Source: an optimization exercise on an open RTL-to-GDS flow (aim: small area, a short achievable clock period and few clock cycles). Production flows keep margins and buffers that such runs may drop.
At most, simulation tests tie the RTL to the original design; equivalence was not proved.
Only the layout flow was run in runs 2 to 6; the RTL was not checked for function there.
No activity file was given, so power comes from the tool's default toggle rates.

<file path="design/flow/design.v">
module multiplicacao (
    input wire clock,
    input wire rst,
    input wire start,
    input [199:0] matrix_a,           
    input signed [199:0] matrix_b,    
    output reg signed [399:0] result_out,   
    output reg done
);
    reg [4:0] index;
    reg [1:0] state;
    reg [7:0] a_elem;
    reg signed [7:0] b_elem;
    reg signed [15:0] products [0:24];
    localparam S_IDLE = 2'd0;
    localparam S_CALC = 2'd1;
    localparam S_DONE = 2'd2;
    integer j;
    always @(posedge clock) begin
        if (rst) begin
            state <= S_IDLE;
            done <= 0;
            result_out <= 0;
            index <= 0;
        end else begin
        case (state)
            S_IDLE: begin
                done <= 0;
                index <= 0;
                if (start) begin
                    state <= S_CALC;
                end else begin
                    state <= S_IDLE;
                end
            end
            S_CALC: begin
                a_elem = matrix_a[(index * 8) +: 8];
                b_elem = matrix_b[(index * 8) +: 8];
                products[index] <= $signed({1'b0, a_elem}) * b_elem;
                if (index == 5'd24) begin
                    state <= S_DONE;
                end
                index <= index + 1;
            end
            S_DONE: begin
                for (j = 0; j < 25; j = j + 1) begin
                    result_out[(j * 16) +: 16] <= products[j];
                end
                done <= 1;
                state <= S_IDLE;
            end
            default: state <= S_IDLE;
        endcase
        end
    end
endmodule
module convolucao(
    input clk,
    input rst,
    input start,
    input [199:0] matriz,
    input signed [199:0] kernel,
    output [199:0] valor,
    output reg done
);
reg start_mul;
wire done_mul;
wire signed [399:0] matriz_mult;
multiplicacao inst_multiplicacao (
    .clock(clk),
    .rst(rst),
    .start(start_mul),
    .matrix_a(matriz),
    .matrix_b(kernel),
    .result_out(matriz_mult),
    .done(done_mul)
);
localparam S_IDLE       = 0;
localparam S_START_MUL  = 1;
localparam S_WAIT_MUL   = 2;
localparam S_STAGE_1    = 3;
localparam S_STAGE_2    = 4;
localparam S_STAGE_3    = 5;
localparam S_STAGE_4    = 6;
localparam S_STAGE_5    = 7;
localparam S_SATURATE   = 8;
localparam S_DONE       = 9;
reg [3:0] state;
reg signed [17:0] sum_stage1 [0:11];
reg signed [18:0] sum_stage2 [0:5];
reg signed [19:0] sum_stage3 [0:2];
reg signed [20:0] sum_stage4 [0:1];
reg signed [21:0] sum_stage5;
reg signed [22:0] final_soma;
reg signed [15:0] products [0:24];
reg [7:0] saturado;
reg [7:0] valor_c;    
assign valor = {96'd0, valor_c, 96'd0};
integer i;
always @(*) begin
    for (i = 0; i < 25; i = i + 1) begin
        products[i] = matriz_mult[(i*16) +: 16];
    end
end
always @(posedge clk) begin
    if (rst) begin
        state <= S_IDLE;
        start_mul <= 0;
        done <= 0;
        valor_c <= 8'd0;
    end else begin
    case (state)
        S_IDLE: begin
            done <= 0;
            if (start) begin
                start_mul <= 1;
                state <= S_START_MUL;
            end
        end
        S_START_MUL: begin
            start_mul <= 0;
            state <= S_WAIT_MUL;
        end
        S_WAIT_MUL: begin
            if (done_mul) begin
                for (i = 0; i < 12; i = i + 1) begin
                    sum_stage1[i] <= products[2*i] + products[2*i + 1];
                end
                state <= S_STAGE_1;
            end
        end
        S_STAGE_1: begin
            for (i = 0; i < 6; i = i + 1) begin
                sum_stage2[i] <= sum_stage1[2*i] + sum_stage1[2*i + 1];
            end
            state <= S_STAGE_2;
        end
        S_STAGE_2: begin
            for (i = 0; i < 3; i = i + 1) begin
                sum_stage3[i] <= sum_stage2[2*i] + sum_stage2[2*i + 1];
            end
            state <= S_STAGE_3;
        end
        S_STAGE_3: begin
            sum_stage4[0] <= sum_stage3[0] + sum_stage3[1];
            sum_stage4[1] <= sum_stage3[2] + products[24];  
            state <= S_STAGE_4;
        end
        S_STAGE_4: begin
            sum_stage5 <= sum_stage4[0] + sum_stage4[1];
            state <= S_STAGE_5;
        end
        S_STAGE_5: begin
            final_soma <= sum_stage5;
            state <= S_SATURATE;
        end
        S_SATURATE: begin
            if (final_soma < 0)
                saturado <= 8'd0;
            else if (final_soma > 255)
                saturado <= 8'd255;
            else
                saturado <= final_soma[7:0];
            state <= S_DONE;
        end
        S_DONE: begin
            valor_c <= saturado;
            done <= 1;
            state <= S_IDLE;
        end
        default: state <= S_IDLE;
    endcase
    end
end
endmodule
module coprocessador(
    input clk,
    input rst,                         
    input start,                       
    input [2:0] tamanho,               
    input [2:0] op,                    
    input [199:0] matriz1,             
    input [199:0] matriz2,             
    output [199:0] matrizresult,       
    output reg overflow,               
    output reg done                    
);
    localparam ESPERA = 2'b00;
    localparam EXECUTA = 2'b01;
    localparam FINALIZA = 2'b10;
    reg [1:0] estado_atual, proximo_estado;
    wire [199:0] matriz_conv;
    reg [7:0] resultado;               
    assign matrizresult = {96'd0, resultado, 96'd0};
    wire conv_done;
    always @(posedge clk) begin
        if (rst)
            estado_atual <= ESPERA;
        else
            estado_atual <= proximo_estado;
    end
    always @(*) begin
        case (estado_atual)
            ESPERA:   proximo_estado = start ? EXECUTA : ESPERA;
            EXECUTA:  proximo_estado = conv_done ? FINALIZA : EXECUTA;
            FINALIZA: proximo_estado = ESPERA;
            default:  proximo_estado = ESPERA;
        endcase
    end
    always @(posedge clk) begin
        if (rst) begin
            resultado <= 0;
            overflow <= 0;
            done <= 0;
        end else begin
            case (estado_atual)
                ESPERA: begin
                    overflow <= 0;
                    done <= 0;
                end
                EXECUTA: begin
                    if (conv_done) begin
                        case (op)
                            3'b101: begin  
                                resultado <= matriz_conv[8*12 +: 8];
                                overflow <= 0;
                            end
                            default: begin
                                resultado <= 0;
                                overflow <= 0;
                            end
                        endcase
                    end
                end
                FINALIZA: begin
                    done <= 1;
                end
                default: ;
            endcase
        end
    end
    convolucao conv_inst (
        .clk(clk),
        .rst(rst),
        .start(start && estado_atual == ESPERA),
        .matriz(matriz1),
        .kernel(matriz2),
        .valor(matriz_conv),
        .done(conv_done)
    );
endmodule
module gerenciador(
    input clk,
    input botao_rst,                
    input [31:0] entrada,           
    output reg [31:0] saida         
    );
    wire flag_HPS = entrada[31];               
    wire reset = botao_rst | entrada[29];      
    reg [199:0] matriz1;
    reg [199:0] matriz2;
    wire [199:0] matriz_C;
    wire overflow;
    wire done;
    reg start;
    coprocessador cop_inst (
        .clk(clk),
        .rst(reset),
        .start(start),
        .tamanho(3'b000),              
        .op(3'b101),                   
        .matriz1(matriz1),             
        .matriz2(matriz2),             
        .matrizresult(matriz_C),       
        .overflow(overflow),
        .done(done)
    );
    localparam ESPERA  = 2'b00;
    localparam LEITURA = 2'b01;
    localparam CALCULO = 2'b10;
    localparam ENVIO   = 2'b11;
    reg [7:0] matrizA [0:24];
    reg [7:0] matrizB [0:24];
    reg [7:0] matrizC12;    
    function [7:0] matrizC;
        input [4:0] j;
        matrizC = (j == 5'd12) ? matrizC12 : 8'd0;
    endfunction
    reg [1:0] estado_atual, proximo_estado;
    reg [4:0] indice;
    reg [4:0] indice_envio;
    reg [3:0] i_envio;
    reg flag;
    reg leu;
    reg carregouC;
    reg disparou;
    wire [7:0] valA = entrada[7:0];
    wire [7:0] valB = entrada[15:8];
    always @(posedge clk) begin
        if (reset)
            estado_atual <= ESPERA;
        else
            estado_atual <= proximo_estado;
    end
    always @(*) begin
        case (estado_atual)
            ESPERA:
                proximo_estado = flag_HPS ? LEITURA : ESPERA;
            LEITURA:
                proximo_estado = flag ? CALCULO : LEITURA;
            CALCULO:
                proximo_estado = carregouC ? ENVIO : CALCULO;
            ENVIO:
                proximo_estado = (i_envio == 8 && entrada[30] && saida[30]) ? ESPERA : ENVIO;
            default:
                proximo_estado = ESPERA;
        endcase
    end
    integer k;
    always @(posedge clk) begin
        if (reset) begin
            flag <= 0;
            saida <= 0;
            indice <= 0;
            leu <= 0;
            i_envio <= 0;
            indice_envio <= 0;
            carregouC <= 0;
            disparou <= 0;
            start <= 0;
        end else begin
            case (estado_atual)
                ESPERA: begin
                    saida <= 0;
                    leu <= 0;
                    indice <= 0;
                    i_envio <= 0;
                    indice_envio <= 0;
                    carregouC <= 0;
                    disparou <= 0;
                    flag <= 0;
                    start <= 0;
                end
                LEITURA: begin
                    if (!leu && flag_HPS) begin
                        matrizA[indice] <= valA;
                        matrizB[indice] <= valB;
                        saida[31] <= 1;
                        leu <= 1;
                    end
                    if (!flag_HPS && leu && !flag) begin
                        if (indice < 24) begin
                            indice <= indice + 1;
                            saida[31] <= 0;
                            leu <= 0;
                        end
                        else begin
                            for (k = 0; k < 25; k = k + 1) begin
                                matriz1[k*8 +: 8] <= matrizA[k];
                                matriz2[k*8 +: 8] <= matrizB[k];
                            end
                            saida[31] <= 0;
                            flag <= 1;
                        end
                    end
                end
                CALCULO: begin
                    start <= !disparou;
                    disparou <= 1;
                    if (done && !carregouC) begin
                        matrizC12 <= matriz_C[12*8 +: 8];
                        saida[29] <= overflow;
                        carregouC <= 1;
                    end
                end
                ENVIO: begin
                    start <= 0;
                    if (i_envio < 8) begin
                        if (!saida[30] & !entrada[30]) begin
                            saida[7:0]   <= matrizC(indice_envio);
                            saida[15:8]  <= matrizC(indice_envio + 5'd1);
                            saida[23:16] <= matrizC(indice_envio + 5'd2);
                            saida[30]    <= 1;
                        end
                        if (entrada[30] & saida[30]) begin
                            saida[30] <= 0;
                            indice_envio <= indice_envio + 3;
                            i_envio <= i_envio + 1;
                        end
                    end else begin
                        if (!saida[30] & !entrada[30]) begin
                            saida[7:0] <= matrizC(5'd24);
                            saida[30]  <= 1;
                        end
                    end
                end
            endcase
        end
    end
endmodule
</file>
<file path="design/flow/run.sh">
#!/bin/bash
# synth_recipe.tcl (not shown) runs the flow's synth.tcl, then flattens the netlist and writes it again
# the make line also repeats each setting of config.mk as NAME=value (left out here)
make -C /OpenROAD-flow-scripts/flow DESIGN_CONFIG=/design/flow/config.mk WORK_HOME=/design/flow/orfs CLKGATE_MAP_FILE= SYNTH_SCRIPT=/design/flow/synth_recipe.tcl finish
</file>
<file path="design/flow/config.mk">
export PLATFORM = sky130hd
export DESIGN_NAME = gerenciador
export DESIGN_NICKNAME = gerenciador
export VERILOG_FILES = /design/flow/design.v
export SDC_FILE = /design/flow/constraint.sdc
export NUM_CORES = 4
export LEC_CHECK = 0
export CAP_MARGIN = 20
export CORE_MARGIN = 2
export CORE_UTILIZATION = 40
export SLEW_MARGIN = 20
</file>
<file path="design/flow/constraint.sdc">
create_clock -name core_clock -period 10.0 [get_ports {clk}]
set_input_delay 2.0000 -clock core_clock [delete_from_list [all_inputs] [get_ports {clk}]]
set_output_delay 2.0000 -clock core_clock [all_outputs]
set_load 0.01 [all_outputs]
</file>
==> flow_summary.toml, run 1 <==
[floorplanning]
initial_utilization_pct = 40.3
placement_rows = 174
num_io_pins = 66
dieHeight_um = 481
die_width_um = 481
dieArea_um2 = 231000
fp.coreArea_um2 = 225000

[global_routing]
met2_usage_grt_pct = 28.6
grt_first_pass_wirelength_mm = 299
global_route.usage.met1_pct = 22.2
grt_overflow_total = 0
antenna_found_initial = 12
grt_usage_pct = 16.7
grt_pass1_vias = 51400
grt-busiest-layer = "met2"
grtUsageMet3_pct = 2.36
grt_max_degree = 210

[worst_setup_path]
critPathRequiredTime_ps = 10670
critical_path.max_fanout = 37
critPathTopFamily = "adder cells"
worst_setup_path_start_kind = "register"
setup.worst_path.class = "reg -> reg"
critPathMostFrequentCell = "sky130_fd_sc_hd__fa_1"
crit_buf_inv = 5
path_cells = "buf_4 > mux4_2 > a222oi_1 > o21a_1 > or2_2 > fa_1 > fa_1 > inv_1 > fa_1 > inv_1 > fa_1 > inv_1 > ha_1 > nor2b_1 > o211ai_1 > nand2_1 > a41oi_1 > nor2b_1 > xnor2_4 > buf_4"
cp_slowest_cell = "sky130_fd_sc_hd__dfxtp_4"
arrival_time_reported_for_the_critical_path_endpoint_ps = 8410
worst_path_largest_cell_delay_ps = 860
setup.worst_path.end_class = "register"

[routing]
routed_wire_length_per_instance_um = 19.1
drt-initial-drc-count = 3987
ant_nets = 0
firstDrtPassIters = 5
routed_wl_mm = 195
post-route-drc-count = 0
via_per_inst = 5.14
num_vias = 52500

[clocking]
cts.reportedPaths.clkPinSlew_ps = 60
cts-htree-levels = 4
cts-resized-gates = 0
clkLatencyLatePin_ps = 860
clock_sink_count = 2160
postCtsSetupRepairBufs = 0
cts_buffers = 212
clockBufferDepth = 3
cts_tree = "done"
cts_root_buffer = "sky130_fd_sc_hd__clkbuf_16"
postCtsHoldBufs = 0

[placement]
gp_congestion = 0.811
place.detailed.hpwl_mm = 125
placement.io_buffers = 46
post-place-ws_ps = 1960

[sta]
slew_viol_final = 0
report.final.setup_viol = 0
report.final.hold_viol_count = 0
final.setup.worst_slack_ps = 2260
tns_ps = 0
fin_crit_sh_pct = 77.4
worstMarginPinSlew_ps = 1080
grt_setup_unrepaired = "no"
fin_skew_ps = 66.4
fin_crit_ps = 7740
worst_slew_margin_rel_pct = 28.3
max_clock_freq_mhz = 129

[synth]
post_synthesis_cell_area_um2 = 90800
edff_count_synth = 1680
ys_seq_elements = 2160
post_synth_inst_count = 6857
synth_warn = 9
post_synth_num_cell_types = 92
synth_seq_area_share_pct = 66.1
ys_dominant_reg_cell = "sky130_fd_sc_hd__edfxtp_1"
synth_area_per_cell_um2 = 13.2
asyncSetResetFlopFracSynth_pct = 0

[cells_and_area]
area.growth.synth_to_final_pct = 13.1
ratio_of_cells_with_drive_above_1_in_the_final_layout_pct = 9.10
nFillCells = 19800
finalNetCount = 7586
fin_util_pct = 45.6

[power]
clock_power_share_pct = 46.0
share_comb_of_total_power_pct = 0.5
power.share.sequential_pct = 53.5
internal_power_mw = 14.3
ir_drop_mv = 0.204
power.switching_mw = 3.58
p_sw_share_pct = 20.0
cellLeakagePower_nw = 35.4
power_density_nw_per_um2 = 174

[hold_path]
worst_hold_path_type = "reg -> reg"

[job]
maxCapViolations = 0

[run_status]
outcome = "no timing/DRC/antenna violations"
==> Yosys cell counts, drive strengths merged, types with 25 or more instances <==
| cell type | instances | share of area, % |
|---|---|---|
| nand2 | 1003 | 4.1 |
| buf | 38 | 0.24 |
| nor2b | 64 | 0.45 |
| a22oi | 25 | 0.21 |
| xor2 | 72 | 0.69 |
| nand2b | 47 | 0.32 |
| clkbuf | 165 | 0.68 |
| dfxtp | 480 | 11 |
| a21oi | 676 | 3.7 |
| o21a | 104 | 0.86 |
| o21bai | 27 | 0.22 |
| fa | 61 | 1.3 |
| a211oi | 37 | 0.32 |
| and3 | 30 | 0.21 |
| nand3 | 65 | 0.36 |
| nor2 | 445 | 1.8 |
| edfxtp | 1680 | 56 |
| o211ai | 25 | 0.21 |
| inv | 245 | 1.0 |
| a31oi | 30 | 0.21 |
| a21o | 69 | 0.57 |
| o21ai | 182 | 1.0 |
| ha | 474 | 6.5 |
| mux4 | 99 | 2.5 |
| xnor2 | 245 | 2.4 |
| nor3 | 111 | 0.61 |
| or3 | 30 | 0.21 |
==> area by class of cell <==
| type | instances | area, µm² | share of cell area (%) |
|---|---|---|---|
| Antenna cell | 4 | 10.0 | 0.00974 |
| Clock buffer | 278 | 5780 | 5.63 |
| Clock inverter | 126 | 1560 | 1.52 |
| Inverter | 245 | 920 | 0.895 |
| Multi-Input combinational cell | 4254 | 29300 | 28.6 |
| Sequential cell | 2160 | 60100 | 58.5 |
| Tap cell | 2992 | 3740 | 3.64 |
| Timing Repair Buffer | 144 | 1300 | 1.27 |
==> worst paths after layout <==
check	from	to	slack (ps)	cells past startpoint
hold reg to reg	matrizA[13][4]	matriz1[108]	370	0
hold / removal	matrizA[13][4]	matriz1[108]	370	0
setup reg to reg	cop_inst.conv_inst.inst_multiplicacao.index[0]	register	2260	20
setup / recovery	cop_inst.conv_inst.inst_multiplicacao.index[0]	register	2260	20
==> metrics by stage <==
stage | cells | hold slack, ps | total power [mW] | cell area [µm²]
5_1_grt | 10200 | 376 | 18.5 | 103000
6_report | 10200 | 369 | 17.9 | 103000
3_3_place_gp | 9793 | 400 | 9.86 | 95300
2_1_floorplan | 6862 | 400 | 9.81 | 90900
4_1_cts | 10200 | 365 | 18.1 | 103000
3_5_place_dp | 9793 | 405 | 9.86 | 95300
==> cells by family after synthesis <==
kind of cell | count (synthesis) | synth area share [%]
flops | 2160 | 66.1
buf+inv | 448 | 1.94
fa+ha+maj | 535 | 7.87
simple gates | 1881 | 8.80
other cells | 1 | 0.00413
mux | 130 | 2.82
compound gates | 1385 | 9.40
xor+xnor | 317 | 3.06
==> cell usage in the layout (no fill, tap or decap), types with 27 or more instances in the layout <==
| cell | count |
|---|---|
| sky130_fd_sc_hd__a211oi_1 | 36 |
| sky130_fd_sc_hd__a21o_1 | 68 |
| sky130_fd_sc_hd__a21oi_1 | 672 |
| sky130_fd_sc_hd__a31oi_1 | 30 |
| sky130_fd_sc_hd__and3_1 | 30 |
| sky130_fd_sc_hd__buf_4 | 89 |
| sky130_fd_sc_hd__clkbuf_1 | 43 |
| sky130_fd_sc_hd__clkbuf_16 | 214 |
| sky130_fd_sc_hd__clkdlybuf4s50_1 | 45 |
| sky130_fd_sc_hd__clkinv_2 | 45 |
| sky130_fd_sc_hd__dfxtp_1 | 477 |
| sky130_fd_sc_hd__edfxtp_1 | 1680 |
| sky130_fd_sc_hd__fa_1 | 61 |
| sky130_fd_sc_hd__ha_1 | 472 |
| sky130_fd_sc_hd__inv_1 | 244 |
| sky130_fd_sc_hd__mux4_2 | 99 |
| sky130_fd_sc_hd__nand2_1 | 1003 |
| sky130_fd_sc_hd__nand2b_1 | 46 |
| sky130_fd_sc_hd__nand3_1 | 65 |
| sky130_fd_sc_hd__nor2_1 | 416 |
| sky130_fd_sc_hd__nor2b_1 | 61 |
| sky130_fd_sc_hd__nor3_1 | 107 |
| sky130_fd_sc_hd__o21a_1 | 104 |
| sky130_fd_sc_hd__o21ai_0 | 180 |
| sky130_fd_sc_hd__o21bai_1 | 27 |
| sky130_fd_sc_hd__or3_1 | 30 |
| sky130_fd_sc_hd__xnor2_1 | 238 |
| sky130_fd_sc_hd__xor2_1 | 71 |
==> power by group through the flow <==
stage / Clock [mW] / Sequential (mW) / Combinational [mW]
finish: 8.23 / 9.57 / 0.0946
global route: 8.79 / 9.57 / 0.104
CTS: 8.44 / 9.57 / 0.0962
detailed placement: 0 / 9.77 / 0.0960
global placement: 0 / 9.77 / 0.0937
floorplan: 0 / 9.77 / 0.0419
==> sequential cells by signal, summed over array words and instances (netlist names), 26 cells and up <==
signal / flops
cop_inst.conv_inst.inst_multiplicacao.products: 400
cop_inst.conv_inst.sum_stage2: 114
cop_inst.conv_inst.sum_stage4: 42
cop_inst.conv_inst.inst_multiplicacao.result_out: 400
matrizA: 200
cop_inst.conv_inst.sum_stage3: 60
saida: 26
matrizB: 200
cop_inst.conv_inst.sum_stage1: 204
matriz2: 200
matriz1: 200
==> per-layer routing <==
layer | vias to the layer above | wire, µm
met2 | 949 | 94700
met5 | - | 16
met1 | 25800 | 86400
met4 | 2 | 5150
met3 | 298 | 8850
li1 | 25500 | -
Testbench counts, summed over its fixed seeds: cycles 21,696.
==> run 2, diff against run 1 <==
==> design/flow/design.v (replaced) <==
module gerenciador(
    input clk,
    input botao_rst,
    input [31:0] entrada,
    output [31:0] saida
    );
    wire reset = botao_rst | entrada[29];
    reg        rd;         
    reg        wack;       
    reg        rv;         
    reg [4:0]  wcnt;
    reg [3:0]  rcnt;
    reg [7:0]  dout;       
    reg  [7:0] p;
    reg  [7:0] k;
    reg        v1, v2, f1, f2;
    reg signed [15:0] prod;
    reg signed [20:0] acc;
    wire cap = !rd && !wack && entrada[31];
    always @(posedge clk) begin
        if (reset) begin
            rd <= 1'b0; wack <= 1'b0; rv <= 1'b0;
            wcnt <= 5'd0; rcnt <= 4'd0; dout <= 8'd0;
            v1 <= 1'b0; v2 <= 1'b0;
        end else begin
            v1 <= cap;
            v2 <= v1;
            if (!rd) begin
                if (cap) wack <= 1'b1;
                if (wack && !entrada[31]) begin
                    wack <= 1'b0;
                    if (wcnt == 5'd24) begin
                        wcnt <= 5'd0;
                        rd <= 1'b1;
                        rv <= 1'b1;
                        dout <= 8'd0;
                    end else
                        wcnt <= wcnt + 5'd1;
                end
            end else begin
                if (rv && entrada[30]) begin
                    rv <= 1'b0;
                    if (rcnt == 4'd8) begin
                        rcnt <= 4'd0;
                        rd <= 1'b0;
                    end else
                        rcnt <= rcnt + 4'd1;
                end
                if (!rv && !entrada[30]) begin
                    rv <= 1'b1;
                    if (rcnt == 4'd4)
                        dout <= acc[20] ? 8'd0 : (|acc[19:8]) ? 8'd255 : acc[7:0];
                    else
                        dout <= 8'd0;
                end
            end
        end
    end
    always @(posedge clk) begin
        if (cap) begin
            p <= entrada[7:0];
            k <= entrada[15:8];
        end
        f1 <= (wcnt == 5'd0);
        f2 <= f1;
        prod <= $signed({1'b0, p}) * $signed(k);
        if (v2)
            acc <= (f2 ? 21'sd0 : acc) + prod;
    end
    assign saida = {wack, rv, 22'd0, dout};
endmodule
==> run 2 against run 1 <==
Cell count decreased by 92%. Synthesized area decreased by 93%. Global-route usage decreased by 1.7 points. Largest power group is now combinational cells. Highest routed layer is now met4. Critical path depth decreased by 6.
==> flow_summary.toml, run 2 <==
[routing]
via_per_inst = 4.98
firstDrtPassIters = 4
routed_wire_length_per_instance_um = 13.2
drt-initial-drc-count = 169
ant_nets = 0
post-route-drc-count = 0
num_vias = 4159
routed_wl_mm = 11.0

[synth]
asyncSetResetFlopFracSynth_pct = 0
synth_top_cell_area_share_pct = 18.6
ys_top_cells_by_count = "sky130_fd_sc_hd__ha_1 (64), sky130_fd_sc_hd__inv_1 (60), sky130_fd_sc_hd__nand2_1 (56)"
synth_area_per_cell_um2 = 9.69
synth_warn = 1
ys_seq_elements = 77
post_synthesis_cell_area_um2 = 5970
edff_count_synth = 37
ys_dominant_reg_cell = "sky130_fd_sc_hd__dfxtp_1"
netlist_top_cells_area = "sky130_fd_sc_hd__edfxtp_1 (19%), sky130_fd_sc_hd__dfxtp_1 (13%), sky130_fd_sc_hd__ha_1 (13%)"
synthMostInstantiatedCell = "sky130_fd_sc_hd__ha_1"
post_synth_num_cell_types = 53
synth_seq_area_share_pct = 32.0
post_synth_inst_count = 616
post-synth-top-area-cell = "sky130_fd_sc_hd__edfxtp_1"

[floorplanning]
placement_rows = 44
die_width_um = 126
dieHeight_um = 126
num_io_pins = 66
initial_utilization_pct = 41.1
dieArea_um2 = 15900
fp.coreArea_um2 = 14500

[placement]
post-place-ws_ps = 5520
place.detailed.hpwl_mm = 8.77
placement.io_buffers = 30
placement.cell_area_um2 = 6370
gp_congestion = 0.865

[hold_path]
holdPathEnd = "f2"
min-delay-start = "f1"
worst_hold_path_type = "reg -> reg"
hold_depth = 0

[sta]
fin_skew_ps = 9.83
slew_viol_final = 0
fin_crit_sh_pct = 44.7
tns_ps = 0
max_clock_freq_mhz = 224
report.final.hold_viol_count = 0
final.setup.worst_slack_ps = 5530
worstMarginPinSlew_ps = 1030
worst_slew_margin_rel_pct = 30.9
hold_ws_ps = 331
report.final.setup_viol = 0
fin_crit_ps = 4470
grt_setup_unrepaired = "no"

[global_routing]
grt_overflow_total = 0
grt_pass1_vias = 4265
grt_first_pass_wirelength_mm = 19.4
grt_max_degree = 22
antenna_found_initial = 0
grt_usage_pct = 15.1

[run_status]
outcome = "no timing/DRC/antenna violations"

[worst_setup_path]
setup.worst_path.end_class = "register"
crit_start = "k[7]"
r2r_slack_ps = 5530
critPathRequiredTime_ps = 10250
arrival_time_reported_for_the_critical_path_endpoint_ps = 4710
r2r-end = "prod[13]"
worst_setup_path_start_kind = "register"
setup.worst_path.class = "reg -> reg"
timing.reg2reg.worst_path_depth = 14
timing.rr.start = "k[7]"
critical_path.max_fanout = 6

[cells_and_area]
finish.instance_area_um2 = 6650
final_cell_mix = "sky130_fd_sc_hd__ha_1 (64), sky130_fd_sc_hd__inv_1 (60), sky130_fd_sc_hd__nand2_1 (56), sky130_fd_sc_hd__a21oi_1 (43)"
antenna_cells = 0
layout.cells.most_common = "sky130_fd_sc_hd__ha_1"
largest_register_ffs = 21
regMostFlops = "acc"
area.growth.synth_to_final_pct = 11.3
nFillCells = 1406
fin_util_pct = 45.7
ratio_of_cells_with_drive_above_1_in_the_final_layout_pct = 4.45
reg_top3 = "acc x21, prod x16"
finalNetCount = 782

[clocking]
cts-htree-levels = 3
postCtsSetupRepairBufs = 0
clockBufferDepth = 2
postCtsHoldBufs = 0
cts_tree = "done"
cts_root_buffer = "sky130_fd_sc_hd__clkbuf_16"
cts_buffers = 9
cts-resized-gates = 0
clock_sink_count = 77
cts.reportedPaths.clkPinSlew_ps = 60
clkLatencyLatePin_ps = 350

[power]
power_density_nw_per_um2 = 183
cellLeakagePower_nw = 2.86
ir_drop_mv = 0.117

[job]
maxCapViolations = 0
## run 2: cell count changes after synthesis, moves of 161 or more
cell	change
sky130_fd_sc_hd__edfxtp_1	-1643
sky130_fd_sc_hd__nand2_1	-947
sky130_fd_sc_hd__a21oi_1	-629
sky130_fd_sc_hd__dfxtp_1	-440
sky130_fd_sc_hd__nor2_1	-417
sky130_fd_sc_hd__ha_1	-410
sky130_fd_sc_hd__xnor2_1	-228
sky130_fd_sc_hd__inv_1	-185
sky130_fd_sc_hd__o21ai_0	-161
## run 2: cells by family (layout without fill, tap and decap cells)
kind of cell / after synthesis / count (layout) / synth area share (%)
simple gates: 199 / 199 / 17.4
xor+xnor: 35 / 35 / 5.13
flops: 77 / 77 / 32.0
other cells: 1 / 22 / 0.0628
fa+ha+maj: 102 / 102 / 26.2
mux: 2 / 2 / 0.335
compound gates: 106 / 106 / 11.4
buf+inv: 94 / 108 / 7.52
## run 2: worst max-delay path by stage
stage / end / cells after the start
after floorplan: prod[14] / 14
after global placement: prod[13] / 14
after detailed placement: prod[13] / 14
after CTS: prod[13] / 14
after global routing: prod[14] / 14
final: prod[13] / 14
## run 2: power by group
part | switching, mW | total, mW | leakage (nW) | internal, mW
Clock | 0.132 | 0.308 | 0.141 | 0.176
Sequential | 0.0218 | 0.402 | 0.673 | 0.380
Combinational | 0.290 | 0.506 | 2.04 | 0.217
## run 2: metal layers
layer  up-vias  wire, µm  track usage, %
met1      1977      5150            18.7
met4         0       214            5.95
met3        18       375            3.78
li1       2105         -               -
met5         -         0               0
met2        59      5270            25.2
## run 2: worst max-delay path, cell delays in order, from the launching register on
cell and delay [ps]:
sky130_fd_sc_hd__edfxtp_1 490, sky130_fd_sc_hd__inv_1 240, sky130_fd_sc_hd__nor2_1 110, sky130_fd_sc_hd__fa_1 510
sky130_fd_sc_hd__fa_1 520, sky130_fd_sc_hd__fa_1 550, sky130_fd_sc_hd__inv_1 50, sky130_fd_sc_hd__fa_1 520
sky130_fd_sc_hd__inv_1 40, sky130_fd_sc_hd__ha_1 360, sky130_fd_sc_hd__and4_1 220, sky130_fd_sc_hd__a21oi_1 80
sky130_fd_sc_hd__a21boi_0 330, sky130_fd_sc_hd__nor4_1 80, sky130_fd_sc_hd__a311oi_1 250
## run 2: final cells by class
class | instances | area [µm²] | area share, %
Timing Repair Buffer | 32 | 315 | 4.74
Multi-Input combinational cell | 466 | 3690 | 55.5
Sequential cell | 77 | 1910 | 28.8
Tap cell | 184 | 230 | 3.46
Clock buffer | 11 | 243 | 3.65
Clock inverter | 5 | 32.5 | 0.489
Inverter | 60 | 225 | 3.39
## run 2: stage by stage
step	cells	power, mW
floorplan	637	0.822
finish	835	1.22
global route	835	1.32
global placement	819	0.906
CTS	835	1.23
detailed placement	819	0.914
==> run 3, diff against run 2 <==
==> design/flow/design.v (replaced) <==
module gerenciador(
    input clk,
    input botao_rst,
    input [31:0] entrada,
    output [31:0] saida
    );
    wire reset = botao_rst | entrada[29];
    reg        rd;         
    reg        wack;       
    reg        rv;         
    reg [4:0]  cnt;        
    reg [7:0]  dout;       
    reg        clr;        
    reg        phA, phB;   
    wire cap = !rd && !wack && entrada[31];
    reg  [15:0] S;         
    reg  [15:1] C;         
    reg  [4:0]  U;         
    reg  [1:0]  q;         
    localparam [20:0] INIT = 21'h138C80;
    wire [7:0] res = U[4] ? 8'd0 : (|{U[3:0], S[15:8]}) ? 8'd255 : S[7:0];
    always @(posedge clk) begin
        if (reset) begin
            rd <= 1'b0; wack <= 1'b0; rv <= 1'b0;
            cnt <= 5'd0;
            phA <= 1'b0; phB <= 1'b0;
            clr <= 1'b1;
        end else begin
            phA <= cap;
            phB <= phA;
            if (cap) clr <= 1'b0;
            if (!rd) begin
                if (cap) wack <= 1'b1;
                if (wack && !entrada[31]) begin
                    wack <= 1'b0;
                    if (cnt == 5'd24) begin
                        cnt <= 5'd0;
                        rd <= 1'b1;
                        rv <= 1'b1;
                        dout <= 8'd0;
                    end else
                        cnt <= cnt + 5'd1;
                end
            end else begin
                if (rv && entrada[30]) begin
                    rv <= 1'b0;
                    if (cnt == 5'd8) begin
                        cnt <= 5'd0;
                        rd <= 1'b0;
                    end else
                        cnt <= cnt + 5'd1;
                end
                if (!rv && !entrada[30]) begin
                    rv <= 1'b1;
                    if (cnt == 5'd4) begin
                        dout <= res;
                        clr <= 1'b1;
                    end else
                        dout <= 8'd0;
                end
            end
        end
    end
    reg [7:0] p, k;
    always @(posedge clk)
        if (cap) begin
            p <= entrada[7:0];
            k <= entrada[15:8];
        end
    wire [3:0] kA = k[3:0] & {4{phA}};
    wire [2:0] kB = k[6:4] & {3{phB}};
    reg  [15:0] row [0:3];
    integer j, b;
    always @(*) begin
        for (j = 0; j < 4; j = j + 1) begin
            row[j] = 16'd0;
            for (b = 0; b < 16; b = b + 1) begin
                if (b - j >= 0 && b - j <= 7)
                    row[j][b] = row[j][b] | (p[b-j] & kA[j]);
                if (b - j - 4 >= 0 && b - j - 4 <= 7) begin
                    if (j < 3)
                        row[j][b] = row[j][b] | (p[b-j-4] & kB[j]);
                    else
                        row[j][b] = row[j][b] | (phB & ~(k[7] & p[b-7]));
                end
            end
        end
    end
    reg [15:0] s [0:4];
    reg [16:0] c [0:4];
    reg [3:0]  co;
    integer l;
    always @(*) begin
        s[0] = clr ? INIT[15:0] : S;
        c[0] = clr ? 17'd0 : {1'b0, C, 1'b0};
        for (l = 1; l <= 4; l = l + 1) begin
            s[l] = s[l-1] ^ c[l-1][15:0] ^ row[l-1];
            c[l] = {(s[l-1] & c[l-1][15:0]) | (s[l-1] & row[l-1]) | (c[l-1][15:0] & row[l-1]), 1'b0};
            co[l-1] = c[l][16];
        end
    end
    always @(posedge clk) begin
        S <= s[4];
        C <= c[4][15:1];
        q <= clr ? 2'd0 : {(co[0] & co[1]) | (co[0] & co[2]) | (co[0] & co[3]) |
                           (co[1] & co[2]) | (co[1] & co[3]) | (co[2] & co[3]),
                           co[0] ^ co[1] ^ co[2] ^ co[3]};
        U <= clr ? INIT[20:16] : U + {3'd0, q};
    end
    assign saida = {wack, rv, 22'd0, dout};
endmodule
==> run 3 against run 2 <==
Non-clock buffer count decreased by 1. Count of clock-buffer cells in the layout decreased by 2. Total power decreased by 52%. Critical path depth decreased by 9. Die area decreased by 29%. Largest cell class unchanged. Synthesized cell count decreased by 39%. Sequential share of layout area increased by 6.1 points. Final area decreased by 29%. Sequential power decreased by 21%.
==> flow_summary.toml, run 3 <==
[worst_setup_path]
arrival_time_reported_for_the_critical_path_endpoint_ps = 3450
setup.worst_path.end_class = "register"
r2r_slack_ps = 6560
critical_path.max_fanout = 8
critPathRequiredTime_ps = 10000
timing.reg2reg.worst_path_depth = 7
setup.worst_path.class = "in -> reg"
r2r-end = "S[7]"
worst_setup_path_start_kind = "primary input"
timing.rr.start = "phB"
crit_start = "entrada[31]"

[synth]
post_synthesis_cell_area_um2 = 4180
post_synth_inst_count = 375
netlist_top_cells_area = "sky130_fd_sc_hd__dfxtp_1 (22%), sky130_fd_sc_hd__fa_1 (22%), sky130_fd_sc_hd__edfxtp_1 (17%)"
ys_dominant_reg_cell = "sky130_fd_sc_hd__dfxtp_1"
synth_area_per_cell_um2 = 11.2
ys_seq_elements = 70
post_synth_num_cell_types = 38
edff_count_synth = 24
asyncSetResetFlopFracSynth_pct = 0
synth_warn = 4
synth_top_cell_area_share_pct = 22.0
ys_top_cells_by_count = "sky130_fd_sc_hd__dfxtp_1 (46), sky130_fd_sc_hd__fa_1 (46), sky130_fd_sc_hd__inv_1 (44)"
synth_seq_area_share_pct = 39.2
post-synth-top-area-cell = "sky130_fd_sc_hd__dfxtp_1"

[sta]
grt_setup_unrepaired = "no"
worst_slew_margin_rel_pct = 52.3
worstMarginPinSlew_ps = 715
fin_crit_ps = 3450
report.final.setup_viol = 0
fin_crit_sh_pct = 34.5
fin_skew_ps = 9.20
tns_ps = 0
slew_viol_final = 0
report.final.hold_viol_count = 0
final.setup.worst_slack_ps = 6550
max_clock_freq_mhz = 290

[clocking]
clock_sink_count = 70
cts_buffers = 9
postCtsHoldBufs = 0
cts_tree = "done"
cts-htree-levels = 3
clockBufferDepth = 2
cts-resized-gates = 0
clkLatencyLatePin_ps = 360
cts_root_buffer = "sky130_fd_sc_hd__clkbuf_8"
postCtsSetupRepairBufs = 0
cts.reportedPaths.clkPinSlew_ps = 80

[floorplanning]
dieArea_um2 = 11300
placement_rows = 37
num_io_pins = 66
dieHeight_um = 106
die_width_um = 106
initial_utilization_pct = 40.9
fp.coreArea_um2 = 10200

[run_status]
outcome = "no timing/DRC/antenna violations"

[routing]
routed_wl_mm = 7.59
routed_wire_length_per_instance_um = 14.0
drt-initial-drc-count = 71
ant_nets = 0
via_per_inst = 4.72
post-route-drc-count = 0
firstDrtPassIters = 4
num_vias = 2565

[cells_and_area]
fin_util_pct = 46.0
final_cell_mix = "sky130_fd_sc_hd__dfxtp_1 (46), sky130_fd_sc_hd__fa_1 (46), sky130_fd_sc_hd__inv_1 (44), sky130_fd_sc_hd__clkdlybuf4s50_1 (30), sky130_fd_sc_hd__edfxtp_1 (24)"
regMostFlops = "S"
nFillCells = 974
ratio_of_cells_with_drive_above_1_in_the_final_layout_pct = 6.14
stdcell_count = 543
finish.instance_area_um2 = 4700
largest_register_ffs = 16
reg_top3 = "S x16, C x12"
area.growth.synth_to_final_pct = 12.4
antenna_cells = 0
finalNetCount = 501

[placement]
post-place-ws_ps = 6100
placement.cell_area_um2 = 4510
place.detailed.hpwl_mm = 5.52
gp_congestion = 0.799
place_inst = 527
placement.io_buffers = 30

[hold_path]
worst_hold_path_type = "reg -> reg"
hold_depth = 2
holdPathEnd = "wack"
min-delay-start = "wack"

[power]
ir_drop_mv = 0.0637
share_comb_of_total_power_pct = 6.2
power.share.sequential_pct = 54.4
clock_power_share_pct = 39.4
internal_power_mw = 0.436
p_sw_share_pct = 24.9
power.switching_mw = 0.144
power_density_nw_per_um2 = 123
cellLeakagePower_nw = 1.92

[global_routing]
grt_first_pass_wirelength_mm = 13.2
antenna_found_initial = 0
grt_usage_pct = 15.4
grt_pass1_vias = 2717
grt_overflow_total = 0
grt_max_degree = 37

[job]
maxCapViolations = 0
[run 3: cell count changes after synthesis, sizes merged, moves of 10 or more]
cell,previous run,this run
and2,41,4
edfxtp,37,24
and3,1,14
a21oi,44,9
nand4,10,0
ha,64,19
nand2,56,23
xor2,18,1
o21ai,23,2
xnor2,17,7
nor2,28,17
inv,60,44
[run 3: power groups by stage]
stage	Sequential [mW]	Clock [mW]	Combinational, mW
after CTS	0.316	0.238	0.0367
after detailed placement	0.322	0	0.0365
after floorplan	0.316	0	0.0296
after global routing	0.317	0.251	0.0414
after global placement	0.322	0	0.0354
final	0.316	0.228	0.0362
[run 3: final cells by class]
type | instances | area, µm² | area share, %
multi-input combinational | 246 | 2220 | 47.2
sequential | 70 | 1640 | 34.9
timing repair buffer | 31 | 308 | 6.54
tap | 136 | 170 | 3.62
inverter | 44 | 165 | 3.51
clock buffer | 9 | 124 | 2.63
clock inverter | 7 | 72.6 | 1.54
[run 3: cell families after synthesis]
kind of cell	synth area share, %
and+or+nand+nor	13.9
buffers and inverters	9.51
DFF	39.2
adders and majority gates	27.7
AOI/OAI and AO/OA	7.87
xor gates and xnor gates	1.68
other	0.0897
[run 3: stage by stage]
| step | hold slack (ps) | power, mW |
|---|---|---|
| floorplan | 467 | 0.346 |
| global placement | 488 | 0.358 |
| detailed placement | 495 | 0.359 |
| CTS | 506 | 0.590 |
| global route | 543 | 0.609 |
| finish | 505 | 0.581 |
[run 3: critical path: stages]
cell                              delay [ps]
sky130_fd_sc_hd__clkdlybuf4s50_1         440
sky130_fd_sc_hd__nand2b_1                170
sky130_fd_sc_hd__nor3_1                  220
sky130_fd_sc_hd__a21oi_1                  70
sky130_fd_sc_hd__nor2_1                  550
[run 3: worst max path at each step]
stage / endpoint / slack (ps) / cells after the start
2_1_floorplan: dout[0] / 6790 / 3
3_3_place_gp: dout[1] / 6110 / 5
3_5_place_dp: dout[2] / 6100 / 5
4_1_cts: dout[7] / 6500 / 5
5_1_grt: dout[1] / 6400 / 5
6_report: dout[4] / 6550 / 5
[run 3: metal layers]
layer  vias up  global-route usage, %  wire, µm
li1       1236                      -         -
met1      1244                   20.6      3570
met2        73                   24.1      3520
met3        12                   2.45       315
met4         0                   8.46       190
met5         -                      0         0
==> run 4, diff against run 3 <==
==> design/flow/flow/run.sh (new file) <==
#!/bin/bash
# Standard synthesis and layout, with timing repair aimed below the clock period and fast
# port buffers. Each step's output goes to its own log in the work folder.
set -euo pipefail
bash standard.sh synth > synth.log 2>&1
export BUFFER_PORTS_ARGS="-buffer_cell sky130_fd_sc_hd__buf_2"
export SETUP_SLACK_MARGIN=7
bash standard.sh finish > layout.log 2>&1
==> design/flow/standard.sh (new file) <==
#!/bin/bash
# synth_recipe.tcl (not shown) runs the flow's synth.tcl, then flattens the netlist and writes it again
# the make line also repeats each setting of config.mk as NAME=value (left out here)
make -C /OpenROAD-flow-scripts/flow DESIGN_CONFIG=/design/flow/config.mk WORK_HOME=/design/flow/orfs CLKGATE_MAP_FILE= SYNTH_SCRIPT=/design/flow/synth_recipe.tcl "${@:-finish}"
removed: design/flow/run.sh
==> run 4 against run 3 <==
Sequential share of layout area grew 0.27 points. Total power grew 4.1%. Critical path type is now reg -> reg. First-iteration DRC count grew 100%. Flip-flop and latch count is the same. Routed wire length grew 0.20%. Sequential power is essentially flat. Critical endpoint is now S[4]. Utilization shrank 0.22 points. Die area is the same. Worst setup slack gained 490 ps.
==> flow_summary.toml, run 4 <==
[run_status]
outcome = "no timing/DRC/antenna violations"

[synth]
post-synth-top-area-cell = "sky130_fd_sc_hd__dfxtp_1"
synth_area_per_cell_um2 = 11.2
yosys-mux-area-fraction_pct = 0
netlist_top_cells_area = "sky130_fd_sc_hd__dfxtp_1 (22%), sky130_fd_sc_hd__fa_1 (22%), sky130_fd_sc_hd__edfxtp_1 (17%)"
ys_dominant_reg_cell = "sky130_fd_sc_hd__dfxtp_1"
synth_top_family_by_area = "adder cells"
edff_count_synth = 24
post_synthesis_cell_area_um2 = 4180
post_synth_num_cell_types = 38
asyncSetResetFlopFracSynth_pct = 0
yosys.area_share.adder_pct = 27.7
ys_top_cells_by_count = "sky130_fd_sc_hd__dfxtp_1 (46), sky130_fd_sc_hd__fa_1 (46), sky130_fd_sc_hd__inv_1 (44)"
synth_top_cell_area_share_pct = 22.0
ys_seq_elements = 70
synth_seq_area_share_pct = 39.2
synth_compound_gate_area_share_pct = 7.87
synth-simple-area-share_pct = 13.9
post_synth_inst_count = 375
synth_warn = 4
synth-xor-area-share_pct = 1.68

[floorplanning]
dieArea_um2 = 11300
dieHeight_um = 106
initial_utilization_pct = 40.9
die_width_um = 106
num_io_pins = 66
placement_rows = 37
fp.coreArea_um2 = 10200

[clocking]
cts-htree-levels = 3
cts_buffers = 9
cts_root_buffer = "sky130_fd_sc_hd__clkbuf_8"
clockBufferDepth = 2
clock_sink_count = 70
clkLatencyLatePin_ps = 350
cts_tree = "done"
cts.reportedPaths.clkPinSlew_ps = 80

[worst_setup_path]
critPathMostFrequentCell = "sky130_fd_sc_hd__fa_1"
setup.worst_path.end_class = "register"
critical_path.max_fanout = 7
worst_path_largest_cell_delay_ps = 530
critPathTopFamily = "adder cells"
setup.worst_path.class = "reg -> reg"
critPathRequiredTime_ps = 10230
worst_setup_path_start_kind = "register"
cp_slowest_cell = "sky130_fd_sc_hd__fa_1"
crit_buf_inv = 2
arrival_time_reported_for_the_critical_path_endpoint_ps = 3190
path_cells = "a32o_2 > fa_1 > inv_1 > fa_1 > fa_1 > inv_1 > fa_1"

[cells_and_area]
finalNetCount = 512
regMostFlops = "S"
layout.cells.most_common = "sky130_fd_sc_hd__fa_1"
nFillCells = 971
area.growth.synth_to_final_pct = 11.9
reg_top3 = "S x16, C x12"
largest_register_ffs = 16
final_cell_mix = "sky130_fd_sc_hd__fa_1 (46), sky130_fd_sc_hd__dfxtp_1 (44), sky130_fd_sc_hd__inv_1 (43), sky130_fd_sc_hd__buf_2 (30), sky130_fd_sc_hd__edfxtp_1 (24)"
antenna_cells = 0
ratio_of_cells_with_drive_above_1_in_the_final_layout_pct = 17.2

[power]
cellLeakagePower_nw = 2.01
ir_drop_mv = 0.0557
power_density_nw_per_um2 = 129

[hold_path]
worst_hold_path_type = "reg -> reg"

[routing]
drt-initial-drc-count = 143
routed_wire_length_per_instance_um = 13.7
firstDrtPassIters = 5
ant_nets = 0
post-route-drc-count = 0
routed_wl_mm = 7.60
via_per_inst = 4.75
num_vias = 2633

[sta]
hold_ws_ps = 502
tns_ps = 0
fin_crit_ps = 2960
report.final.hold_viol_count = 0
fin_skew_ps = 12.6
max_clock_freq_mhz = 338
slew_viol_final = 0
fin_crit_sh_pct = 29.6
final.setup.worst_slack_ps = 7040
grt_setup_unrepaired = "yes"
report.final.setup_viol = 0

[global_routing]
grt_first_pass_wirelength_mm = 13.2
grt_max_degree = 37
grt_pass1_vias = 2736
antenna_found_initial = 0
grt_overflow_total = 0
grt_usage_pct = 15.2

[placement]
gp_congestion = 0.818
place.detailed.hpwl_mm = 5.49
placement.io_buffers = 30
post-place-ws_ps = 6560

[job]
maxCapViolations = 0
[run 4: path summary, 6_finish.rpt]
kind                            from  endpoint  slack, ps  cells past startpoint
worst min register to register  wack      wack        500                      2
worst max-delay path            p[4]      S[4]       7040                      7
worst max register to register  p[4]      S[4]       7040                      7
worst min-delay path            wack      wack        500                      2
[run 4: cell type report]
type / count / area (µm²) / share of cell area (%)
Sequential cell: 70 / 1650 / 35.2
Multi-Input combinational cell: 246 / 2230 / 47.7
Inverter: 44 / 169 / 3.61
Clock buffer: 10 / 128 / 2.73
Timing Repair Buffer: 42 / 240 / 5.13
Clock inverter: 6 / 93.8 / 2.00
Tap cell: 136 / 170 / 3.64
[run 4: timing repair]
action | 4_1_cts | 5_1_grt
resized for setup | 5 | 1
hold endpoints to repair | 0 | 0
endpoints found under the setup margin | 21 | 6
setup buffers | 2 | 9
hold buffers | 0 | 0
[run 4: worst reg2reg max path, cell delays in order (launching register included)]
cell	delay [ps]
sky130_fd_sc_hd__edfxtp_1	500
sky130_fd_sc_hd__a32o_2	330
sky130_fd_sc_hd__fa_1	530
sky130_fd_sc_hd__inv_1	50
sky130_fd_sc_hd__fa_1	450
sky130_fd_sc_hd__fa_1	500
sky130_fd_sc_hd__inv_1	50
sky130_fd_sc_hd__fa_1	430
[run 4: kinds of logic after synthesis]
logic type               Yosys count
buffers and inverters             80
AND/OR/NAND/NOR                  107
AO/OA/AOI/OAI                     44
XOR/XNOR                           8
flip-flops                        70
adder cells (fa/ha/maj)           65
other                              1
[run 4: per-layer routing]
metal | wire [µm] | up-vias | global-route usage, %
met5 | 0 | - | 0
met4 | 126 | 0 | 6.30
met3 | 455 | 10 | 2.45
met2 | 3640 | 94 | 23.7
met1 | 3390 | 1271 | 21.0
li1 | - | 1258 | -
[run 4: stage by stage]
| step | cells | power (mW) | instance area [µm²] | utilization [%] |
|---|---|---|---|---|
| floorplan | 396 | 0.346 | 4270 | - |
| global placement | 527 | 0.354 | 4370 | 42.7 |
| detailed placement | 527 | 0.355 | 4370 | 42.7 |
| CTS | 545 | 0.610 | 4610 | 45.1 |
| global route | 554 | 0.630 | 4680 | 45.8 |
| finish | 554 | 0.604 | 4680 | 45.8 |
[run 4: power breakdown]
| part | total (mW) | internal [mW] | switching, mW |
|---|---|---|---|
| Sequential | 0.315 | 0.304 | 0.0112 |
| Clock | 0.254 | 0.142 | 0.112 |
| Combinational | 0.0355 | 0.0147 | 0.0208 |
==> run 5, diff against run 4 <==
--- a/design/flow/design.v
+++ b/design/flow/design.v
@@ -37,7 +37,6 @@
                         cnt <= 5'd0;
                         rd <= 1'b1;
                         rv <= 1'b1;
-                        dout <= 8'd0;
                     end else
                         cnt <= cnt + 5'd1;
                 end
@@ -47,16 +46,12 @@
                     if (cnt == 5'd8) begin
                         cnt <= 5'd0;
                         rd <= 1'b0;
+                        clr <= 1'b1;
                     end else
                         cnt <= cnt + 5'd1;
                 end
                 if (!rv && !entrada[30]) begin
                     rv <= 1'b1;
-                    if (cnt == 5'd4) begin
-                        dout <= res;
-                        clr <= 1'b1;
-                    end else
-                        dout <= 8'd0;
                 end
             end
         end
@@ -67,19 +62,19 @@
             p <= entrada[7:0];
             k <= entrada[15:8];
         end
-    wire [3:0] kA = k[3:0] & {4{phA}};
-    wire [2:0] kB = k[6:4] & {3{phB}};
+    wire [3:0] kA = {k[6], k[4], k[2], k[0]} & {4{phA}};
+    wire [2:0] kB = {k[5], k[3], k[1]} & {3{phB}};
     reg  [15:0] row [0:3];
     integer j, b;
     always @(*) begin
         for (j = 0; j < 4; j = j + 1) begin
             row[j] = 16'd0;
             for (b = 0; b < 16; b = b + 1) begin
-                if (b - j >= 0 && b - j <= 7)
-                    row[j][b] = row[j][b] | (p[b-j] & kA[j]);
-                if (b - j - 4 >= 0 && b - j - 4 <= 7) begin
+                if (b - 2*j >= 0 && b - 2*j <= 7)
+                    row[j][b] = row[j][b] | (p[b-2*j] & kA[j]);
+                if (b - 2*j - 1 >= 0 && b - 2*j - 1 <= 7) begin
                     if (j < 3)
-                        row[j][b] = row[j][b] | (p[b-j-4] & kB[j]);
+                        row[j][b] = row[j][b] | (p[b-2*j-1] & kB[j]);
                     else
                         row[j][b] = row[j][b] | (phB & ~(k[7] & p[b-7]));
                 end
@@ -99,6 +94,8 @@
             co[l-1] = c[l][16];
         end
     end
+    always @(posedge clk)
+        dout <= (rd && cnt == 5'd4) ? res : 8'd0;
     always @(posedge clk) begin
         S <= s[4];
         C <= c[4][15:1];
==> design/flow/flow/run.sh (replaced) <==
#!/bin/bash
# Standard synthesis and layout, with timing repair aimed below the clock period, fast
# port buffers and no dummy clock loads. Each step's output goes to its own log in the
# work folder.
set -euo pipefail
bash standard.sh synth > synth.log 2>&1
export BUFFER_PORTS_ARGS="-buffer_cell sky130_fd_sc_hd__buf_2"
export SETUP_SLACK_MARGIN=7
export CTS_ARGS="-sink_clustering_enable -repair_clock_nets -dont_use_dummy_load"
bash standard.sh finish > layout.log 2>&1
==> run 5 against run 4 <==
Clock power decreased by 34%. Utilization decreased by 1.7 points. Highest routed layer unchanged. Largest cell class unchanged. Still clean. Synthesized area decreased by 3.1%.
==> flow_summary.toml, run 5 <==
[run_status]
outcome = "no timing/DRC/antenna violations"

[floorplanning]
initial_utilization_pct = 41.3
num_io_pins = 66
dieHeight_um = 105
die_width_um = 105
placement_rows = 36
dieArea_um2 = 11000
fp.coreArea_um2 = 9820

[cells_and_area]
area_of_the_multi_input_gates_um2 = 2140
ratio_of_cells_with_drive_above_1_in_the_final_layout_pct = 13.9
finalNetCount = 490
antenna_cells = 0
layout.cells.most_common = "sky130_fd_sc_hd__dfxtp_1"
finish.instance_area_um2 = 4320
fin_util_pct = 44.0
nFillCells = 943
regMostFlops = "S"
final_cell_mix = "sky130_fd_sc_hd__dfxtp_1 (52), sky130_fd_sc_hd__inv_1 (42), sky130_fd_sc_hd__fa_1 (34), sky130_fd_sc_hd__ha_1 (31), sky130_fd_sc_hd__buf_2 (30)"
largest_register_ffs = 16
area.growth.synth_to_final_pct = 6.67
reg_top3 = "S x16, C x12"
sequential_cell_area_um2 = 1560

[job]
maxCapViolations = 0

[clocking]
cts.reportedPaths.clkPinSlew_ps = 70
clockBufferDepth = 2
cts_buffers = 9
clkLatencyLatePin_ps = 340
cts_root_buffer = "sky130_fd_sc_hd__clkbuf_8"
cts-htree-levels = 3
clock_sink_count = 70
cts_tree = "done"

[routing]
num_vias = 2447
ant_nets = 0
firstDrtPassIters = 4
post-route-drc-count = 0
routed_wl_mm = 6.59
routed_wire_length_per_instance_um = 12.6
drt-initial-drc-count = 53
via_per_inst = 4.69

[synth]
synthMostInstantiatedCell = "sky130_fd_sc_hd__dfxtp_1"
netlist_top_cells_area = "sky130_fd_sc_hd__dfxtp_1 (27%), sky130_fd_sc_hd__fa_1 (17%), sky130_fd_sc_hd__edfxtp_1 (12%)"
edff_count_synth = 16
synth_warn = 4
post_synth_inst_count = 375
synth_area_per_cell_um2 = 10.8
ys_seq_elements = 70
post_synth_num_cell_types = 43
post_synthesis_cell_area_um2 = 4050
ys_top_cells_by_count = "sky130_fd_sc_hd__dfxtp_1 (54), sky130_fd_sc_hd__inv_1 (43), sky130_fd_sc_hd__fa_1 (34)"
synth_seq_area_share_pct = 38.5
ys_dominant_reg_cell = "sky130_fd_sc_hd__dfxtp_1"
post-synth-top-area-cell = "sky130_fd_sc_hd__dfxtp_1"
synth_top_cell_area_share_pct = 26.7
asyncSetResetFlopFracSynth_pct = 0

[placement]
placement.io_buffers = 30
gp_congestion = 0.791
placement.cell_area_um2 = 4180
place.detailed.hpwl_mm = 5.17

[global_routing]
grt_pass1_vias = 2347
grt_overflow_total = 0
grt_first_pass_wirelength_mm = 11.4
grt_usage_pct = 13.2
antenna_found_initial = 0
grt_max_degree = 36

[sta]
tns_ps = 0
fin_crit_sh_pct = 28.7
report.final.setup_viol = 0
fin_skew_ps = 21.7
report.final.hold_viol_count = 0
slew_viol_final = 0
grt_setup_unrepaired = "no"
fin_crit_ps = 2870
max_clock_freq_mhz = 348

[worst_setup_path]
worst_setup_path_start_kind = "register"
setup.worst_path.end_class = "register"
critPathRequiredTime_ps = 10200
arrival_time_reported_for_the_critical_path_endpoint_ps = 3070
setup.worst_path.class = "reg -> reg"
critical_path.max_fanout = 12

[power]
cellLeakagePower_nw = 1.87
ir_drop_mv = 0.0724
totalPowerFinal_mw = 0.509
power_density_nw_per_um2 = 118

[hold_path]
worst_hold_path_type = "reg -> reg"
## run 5: cell types whose count changed after synthesis, moves of 10 or more
cell and delta:
sky130_fd_sc_hd__a22o_1 +13, sky130_fd_sc_hd__a22oi_1 +11, sky130_fd_sc_hd__ha_1 +12, sky130_fd_sc_hd__fa_1 -12, sky130_fd_sc_hd__nor2_1 -10
## run 5: cells by family after synthesis
logic type | Yosys count | share of synthesized area [%]
buffers and inverters | 90 | 10.9
AND/OR/NAND/NOR | 86 | 12.1
flip-flops | 70 | 38.5
adder cells (fa/ha/maj) | 65 | 26.4
AO/OA/AOI/OAI | 58 | 10.9
XOR/XNOR | 5 | 1.08
other | 1 | 0.0925
## run 5: cell type report
class / count / area share, %
Clock buffer: 9 / 2.87
Timing Repair Buffer: 31 / 3.73
Sequential cell: 70 / 36.2
Multi-Input combinational cell: 236 / 49.6
Tap cell: 133 / 3.85
Inverter: 43 / 3.82
## run 5: routing by layer
layer  up-vias  track usage (%)  wire length [µm]
li1       1223                -                 -
met1      1153             19.6              3340
met2        63             18.6              2880
met3         8             2.50               273
met4         0             5.52                93
met5         -                0                 0
## run 5: worst paths after layout
kind	slack [ps]	from	endpoint	cells past startpoint
max	7130	phB	S[6]	7
min	470	S[4]	dout[4]	1
max reg2reg	7130	phB	S[6]	7
min reg2reg	470	S[4]	dout[4]	1
## run 5: stage by stage
stage / setup slack (ps) / hold slack (ps) / cells
final: 7130 / 465 / 522
after global routing: 7050 / 483 / 522
after CTS: 7020 / 473 / 522
after detailed placement: 6820 / 446 / 513
after global placement: 6840 / 449 / 513
after floorplan: 7020 / 433 / 396
## run 5: repair_timing
| item | in CTS | in global routing |
|---|---|---|
| hold buffers | 0 | 0 |
| setup buffers | 0 | 0 |
| endpoints found under the setup margin | 6 | 3 |
| cloned | 0 | 0 |
| gates resized for setup | 5 | 4 |
| hold endpoints to repair | 0 | 0 |
## run 5: power breakdown
group | switching, mW | leakage [nW] | internal [mW]
clock network | 0.0872 | 0.0647 | 0.0801
registers | 0.00848 | 0.594 | 0.300
logic | 0.0199 | 1.21 | 0.0133
total | 0.116 | 1.87 | 0.393
## run 5: worst max-delay path: stages, from the launching register on
cell	delay, ps
sky130_fd_sc_hd__dfxtp_2	430
sky130_fd_sc_hd__and2_4	240
sky130_fd_sc_hd__a22oi_2	80
sky130_fd_sc_hd__fa_1	560
sky130_fd_sc_hd__fa_1	440
sky130_fd_sc_hd__fa_1	490
sky130_fd_sc_hd__inv_1	50
sky130_fd_sc_hd__fa_1	450
==> run 6, diff against run 5 <==
--- a/design/flow/design.v
+++ b/design/flow/design.v
@@ -81,24 +81,42 @@
             end
         end
     end
-    reg [15:0] s [0:4];
-    reg [16:0] c [0:4];
-    reg [3:0]  co;
-    integer l;
-    always @(*) begin
-        s[0] = clr ? INIT[15:0] : S;
-        c[0] = clr ? 17'd0 : {1'b0, C, 1'b0};
-        for (l = 1; l <= 4; l = l + 1) begin
-            s[l] = s[l-1] ^ c[l-1][15:0] ^ row[l-1];
-            c[l] = {(s[l-1] & c[l-1][15:0]) | (s[l-1] & row[l-1]) | (c[l-1][15:0] & row[l-1]), 1'b0};
-            co[l-1] = c[l][16];
+    wire [15:0] s0 = clr ? INIT[15:0] : S;
+    wire [15:1] c0 = clr ? 15'd0 : C;
+    wire [15:0] sl [0:4];
+    wire [16:0] cl [0:4];
+    wire [3:0]  co;
+    assign sl[0] = s0;
+    assign cl[0] = {1'b0, c0, 1'b0};
+    genvar gl, gb;
+    generate
+        for (gl = 1; gl <= 4; gl = gl + 1) begin : lev
+            assign cl[gl][0] = 1'b0;
+            for (gb = 0; gb < 16; gb = gb + 1) begin : col
+                localparam HASROW = (gb >= 2*(gl-1) && gb <= 2*(gl-1) + 8);
+                localparam HASC = (gb >= 1) && (gb >= gl - 1);
+                if (HASROW && HASC) begin : f
+                    fadd u (.a(sl[gl-1][gb]), .b(cl[gl-1][gb]), .c(row[gl-1][gb]),
+                            .s(sl[gl][gb]), .co(cl[gl][gb+1]));
+                end else if (HASC) begin : h
+                    hadd u (.a(sl[gl-1][gb]), .b(cl[gl-1][gb]),
+                            .s(sl[gl][gb]), .co(cl[gl][gb+1]));
+                end else if (HASROW) begin : hr
+                    hadd u (.a(sl[gl-1][gb]), .b(row[gl-1][gb]),
+                            .s(sl[gl][gb]), .co(cl[gl][gb+1]));
+                end else begin : w
+                    assign sl[gl][gb] = sl[gl-1][gb];
+                    assign cl[gl][gb+1] = 1'b0;
+                end
+            end
+            assign co[gl-1] = cl[gl][16];
         end
-    end
+    endgenerate
     always @(posedge clk)
         dout <= (rd && cnt == 5'd4) ? res : 8'd0;
     always @(posedge clk) begin
-        S <= s[4];
-        C <= c[4][15:1];
+        S <= sl[4];
+        C <= cl[4][15:1];
         q <= clr ? 2'd0 : {(co[0] & co[1]) | (co[0] & co[2]) | (co[0] & co[3]) |
                            (co[1] & co[2]) | (co[1] & co[3]) | (co[2] & co[3]),
                            co[0] ^ co[1] ^ co[2] ^ co[3]};
@@ -106,3 +124,11 @@
     end
     assign saida = {wack, rv, 22'd0, dout};
 endmodule
+module fadd(input a, input b, input c, output s, output co);
+    assign s = a ^ b ^ c;
+    assign co = (a & b) | (a & c) | (b & c);
+endmodule
+module hadd(input a, input b, output s, output co);
+    assign s = a ^ b;
+    assign co = a & b;
+endmodule
--- a/design/flow/config.mk
+++ b/design/flow/config.mk
@@ -9,3 +9,5 @@
 export CORE_MARGIN = 2
 export CORE_UTILIZATION = 40
 export SLEW_MARGIN = 20
+export SYNTH_HIERARCHICAL = 1
+export SYNTH_MINIMUM_KEEP_SIZE = 0
==> run 6 against run 5 <==
Total power increased by 2.6%. Die area decreased by 2.2%. Worst setup slack got worse by 50 ps. Utilization decreased by 0.071 points. Sequential power about the same. Register-to-register slack got worse by 50 ps. Critical path depth decreased by 1. Global-route usage increased by 0.59 points. Final area decreased by 1.5%. Still clean on timing, DRC and antenna. Non-clock buffer count unchanged.
==> flow_summary.toml, run 6 <==
[sta]
slew_viol_final = 0
worstMarginPinSlew_ps = 538
grt_setup_unrepaired = "yes"
hold_ws_ps = 452
tns_ps = 0
final.setup.worst_slack_ps = 7080
report.final.hold_viol_count = 0
worst_slew_margin_rel_pct = 64.0
report.final.setup_viol = 0
fin_crit_ps = 2920
max_clock_freq_mhz = 342
fin_crit_sh_pct = 29.2
fin_skew_ps = 19.8

[synth]
ys_top_cells_by_count = "sky130_fd_sc_hd__dfxtp_1 (54), sky130_fd_sc_hd__fa_1 (36), sky130_fd_sc_hd__a22o_1 (28), sky130_fd_sc_hd__ha_1 (28)"
post_synthesis_cell_area_um2 = 3960
asyncSetResetFlopFracSynth_pct = 0
synth_seq_area_share_pct = 39.4
ys_seq_elements = 70
edff_count_synth = 16
synth_warn = 9
netlist_top_cells_area = "sky130_fd_sc_hd__dfxtp_1 (27%), sky130_fd_sc_hd__fa_1 (18%), sky130_fd_sc_hd__edfxtp_1 (12%)"
ys_dominant_reg_cell = "sky130_fd_sc_hd__dfxtp_1"
post_synth_inst_count = 339
synth_area_per_cell_um2 = 11.7
synthMostInstantiatedCell = "sky130_fd_sc_hd__dfxtp_1"
post-synth-top-area-cell = "sky130_fd_sc_hd__dfxtp_1"
synth_top_cell_area_share_pct = 27.3
post_synth_num_cell_types = 44

[power]
share_comb_of_total_power_pct = 7.6
internal_power_mw = 0.399
clock_power_share_pct = 32.7
ir_drop_mv = 0.0637
p_sw_share_pct = 23.5
power.switching_mw = 0.123
power.share.sequential_pct = 59.7
cellLeakagePower_nw = 1.84
power_density_nw_per_um2 = 123
totalPowerFinal_mw = 0.522

[clocking]
cts_tree = "done"
clock_sink_count = 70
cts-htree-levels = 3
cts_buffers = 9
clkLatencyLatePin_ps = 350
postCtsSetupRepairBufs = 0
cts_root_buffer = "sky130_fd_sc_hd__clkbuf_8"
clockBufferDepth = 2
postCtsHoldBufs = 0
cts.reportedPaths.clkPinSlew_ps = 80

[worst_setup_path]
critPathMostFrequentCell = "sky130_fd_sc_hd__fa_1"
critPathTopFamily = "adder cells"
critPathRequiredTime_ps = 10230
path_cells = "and2_4 > a22o_1 > fa_1 > fa_1 > fa_1 > fa_1"
setup.worst_path.class = "reg -> reg"
arrival_time_reported_for_the_critical_path_endpoint_ps = 3150
critical_path.max_fanout = 9
worst_setup_path_start_kind = "register"
worst_path_largest_cell_delay_ps = 520
cp_slowest_cell = "sky130_fd_sc_hd__fa_1"
setup.worst_path.end_class = "register"
crit_buf_inv = 0

[floorplanning]
dieArea_um2 = 10700
die_width_um = 103
initial_utilization_pct = 40.9
fp.coreArea_um2 = 9680
dieHeight_um = 103
num_io_pins = 66
placement_rows = 36

[job]
maxCapViolations = 0

[global_routing]
antenna_found_initial = 0
grt_overflow_total = 0
grt_first_pass_wirelength_mm = 11.0
grt_max_degree = 37
grt_usage_pct = 13.8
grt_pass1_vias = 2410

[cells_and_area]
ratio_of_cells_with_drive_above_1_in_the_final_layout_pct = 14.8
final_cell_mix = "sky130_fd_sc_hd__dfxtp_1 (52), sky130_fd_sc_hd__fa_1 (36), sky130_fd_sc_hd__buf_2 (30), sky130_fd_sc_hd__a22o_1 (28), sky130_fd_sc_hd__ha_1 (28)"
reg_top3 = "S x16, C x12"
antenna_cells = 0
finalNetCount = 458
regMostFlops = "S"
area.growth.synth_to_final_pct = 7.52
fin_util_pct = 44.0
layout.cells.most_common = "sky130_fd_sc_hd__dfxtp_1"
largest_register_ffs = 16

[routing]
via_per_inst = 4.78
num_vias = 2345
routed_wl_mm = 6.27
firstDrtPassIters = 4
drt-initial-drc-count = 63
routed_wire_length_per_instance_um = 12.8
post-route-drc-count = 0
ant_nets = 0

[placement]
gp_congestion = 0.810
placement.io_buffers = 30
post-place-ws_ps = 6720
place.detailed.hpwl_mm = 4.91

[run_status]
outcome = "no timing/DRC/antenna violations"

[hold_path]
worst_hold_path_type = "reg -> reg"
## run 6: cell types whose count changed in the layout (fill, tap and decap cells not counted), moves of 3 or more
cell                       delta
sky130_fd_sc_hd__a22oi_1     -13
sky130_fd_sc_hd__conb_1       +3
sky130_fd_sc_hd__inv_1       -34
sky130_fd_sc_hd__nand2_1      -5
sky130_fd_sc_hd__nand2b_1     -8
sky130_fd_sc_hd__and3_1       +3
sky130_fd_sc_hd__ha_1         -3
sky130_fd_sc_hd__a22o_1      +15
sky130_fd_sc_hd__nor2b_1      +8
## run 6: metal layers
metal | vias up | wire [µm] | global-route usage (%)
met5 | - | 0 | 0
li1 | 1158 | - | -
met1 | 1115 | 3090 | 18.5
met3 | 9 | 284 | 3.23
met2 | 63 | 2790 | 21.3
met4 | 0 | 99 | 6.07
## run 6: power groups by stage
stage,combinational (mW),clock (mW),sequential (mW)
after floorplan,0.0392,0,0.312
after global placement,0.0392,0,0.317
after detailed placement,0.0401,0,0.318
after CTS,0.0404,0.178,0.312
after global routing,0.0475,0.190,0.313
final,0.0399,0.171,0.311
## run 6: cell families after synthesis
| kind of cell | synth area share [%] |
|---|---|
| compound gates | 11.7 |
| xor+xnor | 1.11 |
| fa+ha+maj | 27.1 |
| buf+inv | 7.46 |
| flops | 39.4 |
| other cells | 0.0947 |
| simple gates | 13.2 |
## run 6: stage by stage
step           std cells  cell area (µm²)
2_1_floorplan        363             4050
3_3_place_gp         482             4110
3_5_place_dp         482             4110
4_1_cts              491             4240
5_1_grt              491             4260
6_report             491             4260
## run 6: final timing paths
check | slack, ps | endpoint | cells past startpoint | startpoint
worst min-delay path | 450 | dout[4] | 1 | S[4]
worst max register to register | 7080 | S[6] | 6 | phA
worst min register to register | 450 | dout[4] | 1 | S[4]
worst max-delay path | 7080 | S[6] | 6 | phA
## run 6: what timing repair did
| item | in CTS | in global routing |
|---|---|---|
| setup endpoints to repair | 10 | 21 |
| pin swaps | 0 | 4 |
| gates resized for setup | 5 | 5 |
## run 6: area by class of cell
class	instances	area (µm²)
Fill cell	946	5430
Multi-Input combinational cell	239	2200
Sequential cell	70	1570
Tap cell	133	166
Timing Repair Buffer	31	165
Clock buffer	9	124
Inverter	9	37.5
## run 6: per-module statistics from Yosys (local to each module, per instance)
module / area, µm² / copies in the design / cells inside
gerenciador: 2970 / 1 / 281
fadd: 20.0 / 35 / 1
hadd: 12.5 / 23 / 1
## run 6: worst register-to-register path, stage by stage, from the launching register on
cell                      delay [ps]
sky130_fd_sc_hd__dfxtp_2         360
sky130_fd_sc_hd__and2_4          200
sky130_fd_sc_hd__a22o_1          260
sky130_fd_sc_hd__fa_1            460
sky130_fd_sc_hd__fa_1            510
sky130_fd_sc_hd__fa_1            520
sky130_fd_sc_hd__fa_1            500

Re-timed with assumed drivers on the ports (clkbuf_16 on the clock, buf_2 on other inputs), run 6 has 7.076 ns of setup slack against 7.077 ns with ideal ports, and 6.868 ns once port delays also move by the mid clock arrival of 0.372 ns.
